From an optimization exercise on the open Yosys and OpenROAD flow, aimed at small area; shortcuts taken in it are not production practice. In this exercise RTL edits were held to simulation tests only and were not proved equivalent to the original. Power and IR drop assume default switching activity.

Setup of trial 52:
==> module cal_fp, before the edit <==
module cal_fp(
    input clk,
    input rst,
    output logic [127:0] fp_data,
    output logic                fp_valid,
    input [511:0] din,
    input [127:0] din_valid,
    input  last
);
logic [3:0] lo [128];
logic [3:0] hi [128];
logic [127:0] hit;
always_comb begin
    for (int k = 0; k < 128; k++)
        for (int a = 0; a < 4; a++) begin
            lo[k][a] = din[4*k +: 2] == a;
            hi[k][a] = din_valid[k] && din[4*k+2 +: 2] == a;
        end
    for (int b = 0; b < 8; b++)
        for (int c = 0; c < 4; c++)
            for (int a = 0; a < 4; a++) begin
                hit[16*b + 4*c + a] = 1'b0;
                for (int j = 0; j < 16; j++)
                    hit[16*b + 4*c + a] = hit[16*b + 4*c + a] | (lo[16*b+j][a] & hi[16*b+j][c]);
            end
end
logic [127:0] bank0, bank1, bank2;
logic [2:0] wp;           
logic [2:0] rp;           
logic first;              
logic [4:0] v_p;          
logic [4:0] n_p;          
wire [2:0] cur = first ? {wp[1:0], wp[2]} : wp;
wire [2:0] we = last ? 3'b000 : cur;
wire [2:0] ow = first ? we : 3'b000;
wire [2:0] rs = n_p[4] ? rp : 3'b000;
always @(posedge clk) begin
    bank0 <= (bank0 & {128{~ow[0]}}) | (hit & {128{we[0]}});
    bank1 <= (bank1 & {128{~ow[1]}}) | (hit & {128{we[1]}});
    bank2 <= (bank2 & {128{~ow[2]}}) | (hit & {128{we[2]}});
    fp_data <= (bank0 & {128{rs[0]}}) | (bank1 & {128{rs[1]}}) | (bank2 & {128{rs[2]}});
    if (rst) begin
        wp <= 3'b100;
        rp <= 3'b001;
        first <= 1'b1;
        v_p <= '0;
        n_p <= '0;
        fp_valid <= 1'b0;
    end else begin
        if (!last) wp <= cur;
        if (n_p[4]) rp <= {rp[1:0], rp[2]};
        first <= last;
        v_p <= {v_p[3:0], last};
        n_p <= {n_p[3:0], last & ~first};
        fp_valid <= v_p[4];
    end
end
endmodule
clock: 4.0 ns
lec_check: 0
cap_margin: 20
core_margin: 2
core_utilization: 40
slew_margin: 20
run.sh (not shown) runs the stock make flow with config.mk's settings and CLKGATE_MAP_FILE= SYNTH_SCRIPT=/design/flow/synth_recipe.tcl, a recipe that flattens the netlist after the stock synthesis.
Trial 52 completed end to end with timing, DRC and antenna clean.
#### Input delta (trial 69 over trial 52)
==> flow/design.v <==
module cal_fp(
    input clk,
    input rst,
    output logic [127:0] fp_data,
    output logic                fp_valid,
    input [511:0] din,
    input [127:0] din_valid,
    input  last
);
logic [127:0] hit;
always_comb begin
    hit = '0;
    for (int k = 0; k < 128; k++)
        if (din_valid[k]) hit[16*(k/16) + din[4*k +: 4]] = 1'b1;
end
logic [127:0] s1, s2, s3, s4, s5, acc;
logic [4:0] last_p;
always @(posedge clk) begin
    s1 <= hit;
    s2 <= s1;
    s3 <= s2;
    s4 <= s3;
    s5 <= s4;
    last_p <= {last_p[3:0], last};
    if (rst || last_p[4])
        acc <= '0;
    else
        acc <= acc | s5;
    fp_data <= acc;
    fp_valid <= rst ? 1'b0 : last_p[4];
end
endmodule
### Flow results
- From trial 52 to trial 69 the numbers moved as follows: via-per-instance ratio higher; synthesized cell count higher; sum of met3 wire segment lengths after detailed routing higher; net switching power higher; area of the mapped netlist higher.
- Trial 69 ended up with sky130_fd_sc_hd__dfxtp_1 as its most common cell after layout, fill and taps aside; trial 52 ended up with sky130_fd_sc_hd__clkdlybuf4s50_1.
- NOTE total power of the final layout trial 52->trial 69 increased by more than a quarter
- Trial 52 reports its worst setup path startpoint as fp_data[77] while trial 69 reports din[5].

---

alpha:
cal_fp, a different RTL version from the one above (not shown whole).
Size: about 3600 cells after synthesis, ~770 I/O pins.
==> module fp_lane, before the edit <==
module fp_lane(
    input [3:0] d,
    input v,
    output logic [3:0] nlo,
    output logic [3:0] nhi
);
assign nlo[0] = d[1] | d[0];
assign nlo[1] = d[1] | ~d[0];
assign nlo[2] = ~d[1] | d[0];
assign nlo[3] = ~d[1] | ~d[0];
assign nhi[0] = ~v | d[3] | d[2];
assign nhi[1] = ~v | d[3] | ~d[2];
assign nhi[2] = ~v | ~d[3] | d[2];
assign nhi[3] = ~v | ~d[3] | ~d[2];
endmodule
==> flow/config.mk <==
export PLATFORM = sky130hd
export DESIGN_NAME = cal_fp
export DESIGN_NICKNAME = cal_fp
export VERILOG_FILES = /design/flow/design.v
export SDC_FILE = /design/flow/constraint.sdc
export NUM_CORES = 4
export LEC_CHECK = 0
export CAP_MARGIN = 20
export CORE_MARGIN = 2
export CORE_UTILIZATION = 40
export SLEW_MARGIN = 20
export SYNTH_HIERARCHICAL = 1
==> flow/constraint.sdc <==
create_clock -name core_clock -period 4.0 [get_ports {clk}]
set_input_delay 0.8000 -clock core_clock [delete_from_list [all_inputs] [get_ports {clk}]]
set_output_delay 0.8000 -clock core_clock [all_outputs]
set_load 0.01 [all_outputs]
standard.sh (not shown) runs the stock make flow with config.mk's settings and CLKGATE_MAP_FILE= SYNTH_SCRIPT=/design/flow/synth_recipe.tcl, a recipe that flattens the netlist after the stock synthesis.
==> flow/flow/run.sh <==
#!/bin/bash
# The standard layout, with changes to how it is made:
# - after the standard synthesis, every combinational cell is swapped to the
#   drive-1 cell of the same function (flow/downsize.tcl); the later repair
#   steps upsize where timing, slew or capacitance need it;
# - ports are buffered with the smallest buffer (buf_1) instead of the one
#   buffer_ports picks;
# - clock tree synthesis clusters up to 15 flip-flops within 50 um under each
#   clkbuf_8 and inserts no dummy loads.
set -euo pipefail
export BUFFER_PORTS_ARGS="-buffer_cell sky130_fd_sc_hd__buf_1"
export CTS_ARGS="-sink_clustering_enable -sink_clustering_size 15 -sink_clustering_max_diameter 50 -repair_clock_nets -dont_use_dummy_load -buf_list {sky130_fd_sc_hd__clkbuf_8}"
bash standard.sh synth > standard_synth.log 2>&1
DS_ODB=orfs/results/$FLOW_PLATFORM/cal_fp/base/1_synth.odb \
  openroad -no_init -exit flow/downsize.tcl > downsize.log 2>&1
bash standard.sh > standard.log 2>&1
==> flow/flow/downsize.tcl <==
# Swap every combinational cell to the drive-1 cell of the same function
# (registers and clock cells are left alone); later repair steps upsize
# where timing or slew needs it.
set f $::env(DS_ODB)
read_db $f
set db [ord::get_db]
set block [ord::get_db_block]
set n 0
set before 0.0
set after 0.0
foreach inst [$block getInsts] {
  set master [$inst getMaster]
  set m [$master getName]
  if {[regexp {^(sky130_fd_sc_hd__([a-z0-9]+))_([0-9]+)$} $m -> base fn drive]} {
    if {$drive > 1 && ![regexp {^(df|sdf|edf|sedf|dl|sdl|clk|conb|tap|fill|decap|diode|lpflow|probe)} $fn]} {
      set new [$db findMaster ${base}_1]
      if {$new != "NULL"} {
        set a0 [expr {[$master getWidth] * [$master getHeight]}]
        set a1 [expr {[$new getWidth] * [$new getHeight]}]
        if {$a1 < $a0} {
          $inst swapMaster $new
          incr n
          set before [expr {$before + $a0 / 1e6}]
          set after [expr {$after + $a1 / 1e6}]
        }
      }
    }
  }
}
puts "downsize: swapped $n instances, area $before -> $after um2"
write_db $f
For epsilon, these inputs were changed with respect to alpha:
-- flow/design.v --
<<< alpha, line 83
assign nlo[2] = ~d[1] | d[0];
assign nlo[3] = ~d[1] | ~d[0];
assign nhi[0] = ~v | d[3] | d[2];
assign nhi[1] = ~v | d[3] | ~d[2];
assign nhi[2] = ~v | ~d[3] | d[2];
assign nhi[3] = ~v | ~d[3] | ~d[2];
endmodule
module fp_half(
>>> epsilon, line 83
assign nlo[2] = ~d[1] | d[0];
assign nlo[3] = ~d[1] | ~d[0];
wire [3:2] dn;
fp_not u2 (.a(d[2]), .y(dn[2]));
fp_not u3 (.a(d[3]), .y(dn[3]));
assign nhi[0] = ~(v & dn[3] & dn[2]);
assign nhi[1] = ~(v & dn[3] & d[2]);
assign nhi[2] = ~(v & d[3] & dn[2]);
assign nhi[3] = ~(v & d[3] & d[2]);
endmodule
module fp_not(
    input a,
    output logic y
);
assign y = ~a;
endmodule
module fp_half(
### Flow results
epsilon | stages: all done | timing, DRC, antenna: all pass. alpha finished every step from synthesis to the final layout, and the layout passed the timing, DRC and antenna checks. [compare] base=alpha new=epsilon: relative area change from synthesis to final layout shows a reduction of 0.58 points; total internal power shows a reduction of about 1.5%; core region area shows a reduction of 1.3%; worst hold-check slack shows an increase of 29 ps; fraction of standard cell area in multi-input logic shows a reduction of 2.5 points. Compared with alpha, epsilon shows a lower critical path depth. Compared with alpha, epsilon degrades total wirelength of the detailed-routed design. As far as final-layout clock-cell area share is concerned, alpha and epsilon perform about the same. The fraction of layout cells with a size suffix above 1 in epsilon was lower than what alpha gave.

## what the ideal ports hide
How much do the figures lean on ideal ports? The routed layouts below were timed once more, with nothing changed but the port constraints. Step 1 sets driving cells, clkbuf_16 on the clock port and buf_2 on the other inputs (assumed; they add their load-dependent delay and slew). Step 2 also shifts input and output timing later by t, the mid clock arrival at the registers, as if the neighbouring blocks saw the same clock. a / b / c = ideal ports / drivers / drivers and shift; a / b = the first two.
run	shift t [ns]	setup WS [ns]	latest minus earliest clock arrival (ns)
trial 52	0.653	1.521 / 1.455 / 0.833	0.031 / 0.030
trial 69	0.744	0.757 / 0.700 / -0.044	0.078 / 0.078
alpha	0.693	1.751 / 1.745 / 1.065	0.084 / 0.084
epsilon	0.702	1.757 / 1.698 / 1.266	0.064 / 0.064
With both steps, setup timing fails in trial 69, where it was met with ideal ports. For trial 69, which loses most, drivers alone change the setup slack by -0.057 ns; drivers and shift together by -0.801 ns.
